Context: an optimization exercise on an open-source flow, tuned for small area. The choices shown serve that exercise and are no tape-out recipe. Function was checked by simulation only, so behaviour that the tests miss may differ from the original. Power and IR drop assume default switching activity.

Setup of JK:
==> module freq_gen, before the edit <==
module freq_gen(
	output logic f_out,
	input first_second, timeout, ready, nz, measuring,
	input [16-1:0] diff_1, f_in, f_in_next,
	input Clock, nReset
	);
localparam LO = 8;
logic state, skip, dzero, fsd, c_lo;
logic [16-1:0] dcopy;
logic [16:0] counter;
wire use_d = state & ~dzero;
wire [16:0] x = {~fsd, dcopy} & {(16+1){use_d}};
wire cin = use_d & (skip ^ fsd);
wire [16-1:0] dcopy_next = measuring ? dcopy : diff_1 ^ {16{~first_second}};
wire fsd_next = measuring ? fsd : first_second;
wire skip_next = ready ? ~skip : skip;
logic c_lo_next;
always_comb
begin
	logic c;
	c = skip_next ^ fsd_next;
	for(int i = 0; i < LO; i++)
	begin
		logic b;
		b = dcopy_next[i];
		c = (f_in_next[i] & b) | (f_in_next[i] & c) | (b & c);
	end
	c_lo_next = c;
end
logic [16:0] threshold, counter_inc;
logic ge;
always_comb
begin
	logic c, g, gt, ge1, ci;
	c = cin;
	g = 1;
	for(int i = 0; i < LO; i++)
	begin
		threshold[i] = f_in[i] ^ x[i] ^ c;
		c = (f_in[i] & x[i]) | (c & (f_in[i] ^ x[i]));
		g = (counter[i] & ~threshold[i]) | (counter[i] & g) | (~threshold[i] & g);
	end
	c = use_d & c_lo;
	gt = 0;
	ge1 = 1;
	for(int i = LO; i <= 16; i++)
	begin
		logic a;
		a = (i < 16) ? f_in[i] : 1'b0;
		threshold[i] = a ^ x[i] ^ c;
		c = (a & x[i]) | (c & (a ^ x[i]));
		gt = (counter[i] & ~threshold[i]) | (counter[i] & gt) | (~threshold[i] & gt);
		ge1 = (counter[i] & ~threshold[i]) | (counter[i] & ge1) | (~threshold[i] & ge1);
	end
	ge = g ? ge1 : gt;
	ci = 1;
	for(int i = 0; i <= 16; i++)
	begin
		counter_inc[i] = counter[i] ^ ci;
		ci = ci & counter[i];
	end
end
always_ff @(posedge Clock, negedge nReset)
	if(~nReset)
	begin
		counter <= 0;
		skip <= 0;
		dzero <= 1;
		state <= 0;
	end
	else
	begin
		skip <= skip_next;
		if(ready)
			dzero <= ~nz;
		else if(timeout)
			dzero <= 1;
		if(ge)
		begin
			counter <= 0;
			state <= ~state;
		end
		else
			counter <= counter_inc;
	end
always_ff @(posedge Clock)
begin
	dcopy <= dcopy_next;
	fsd <= fsd_next;
	c_lo <= c_lo_next;
end
assign f_out = ~state;
endmodule
export LEC_CHECK = 0
export CAP_MARGIN = 20
export CORE_MARGIN = 2
export CORE_UTILIZATION = 60
export SLEW_MARGIN = 20
create_clock -name core_clock -period 6.0 [get_ports {Clock}]
run.sh (not shown) runs the stock make flow with config.mk's settings and CLKGATE_MAP_FILE= SYNTH_SCRIPT=/design/flow/synth_recipe.tcl, a recipe that flattens the netlist after the stock synthesis.
Input changes introduced in MS (baseline for comparison: JK):
diff --git a/flow/design.v b/flow/design.v
--- a/flow/design.v
+++ b/flow/design.v
@@ -101,7 +101,7 @@
 logic [16:0] counter;
 wire use_d = state & ~dzero;
-wire [16:0] x = {~fsd, dcopy} & {(16+1){use_d}};
+wire [16:0] x = {~fsd, dcopy ^ {16{~fsd}}} & {(16+1){use_d}};
 wire cin = use_d & (skip ^ fsd);
-wire [16-1:0] dcopy_next = measuring ? dcopy : diff_1 ^ {16{~first_second}};
+wire [16-1:0] dcopy_next = measuring ? dcopy : diff_1;
 wire fsd_next = measuring ? fsd : first_second;
 wire skip_next = ready ? ~skip : skip;
@@ -114,5 +114,5 @@
 	begin
 		logic b;
-		b = dcopy_next[i];
+		b = dcopy_next[i] ^ ~fsd_next;
 		c = (f_in_next[i] & b) | (f_in_next[i] & c) | (b & c);
 	end
--- outcome ---
- [compare] base=JK new=MS: number of remaining DRC errors closely matched the old numbers; number of instances in the synthesized netlist went up by about 3.4%.
- MS vs. JK: cell area after synthesis went up by 280 um2.
- Against JK, overall power after layout in MS rose by a little under 10%.
- The final setup slack of the worst path number comes out higher for MS vs JK.
- The actual slew at the worst max-slew pin reported for MS is greater than that of JK by 0.076 ns.
- Against JK, met2 wire length in MS rose by more than 10%.
- Diff MS..JK | register bit count reported by yosys | negligible
- Cell at the slowest stage of the critical path = sky130_fd_sc_hd__fa_1: JK; cell at the slowest stage of the critical path = sky130_fd_sc_hd__dfstp_2: MS
- On clock share of power: MS sits below JK.
- Changes observed in MS relative to JK: clock-buffer cell count climbed 2, area growth from synthesis to layout dropped 0.27 points.

[afterwards: timing with drivers on the ports]
The results above use ideal ports. As a check the final layouts listed here were re-extracted and re-timed, cells and wires unchanged.
Step 1, drivers: a clkbuf_16 drives Clock and a buf_2 each remaining input, both assumed.
Step 2 moves the port delays by t, midway between the first and last clock arrival at a register: inputs arrive t later, outputs are due t later. That takes back most of the time a late clock gives input paths.
Slacks: ideal / step 1 / step 2; pairs: ideal / step 1.
run | shift t [ns] | setup slack, ns | clock arrival spread, ns
JK | 0.395 | 0.380 / 0.380 / 0.380 | 0.010 / 0.010
MS | 0.391 | 0.397 / 0.397 / 0.397 | 0.020 / 0.019
After both steps setup and hold are still met in every run listed.
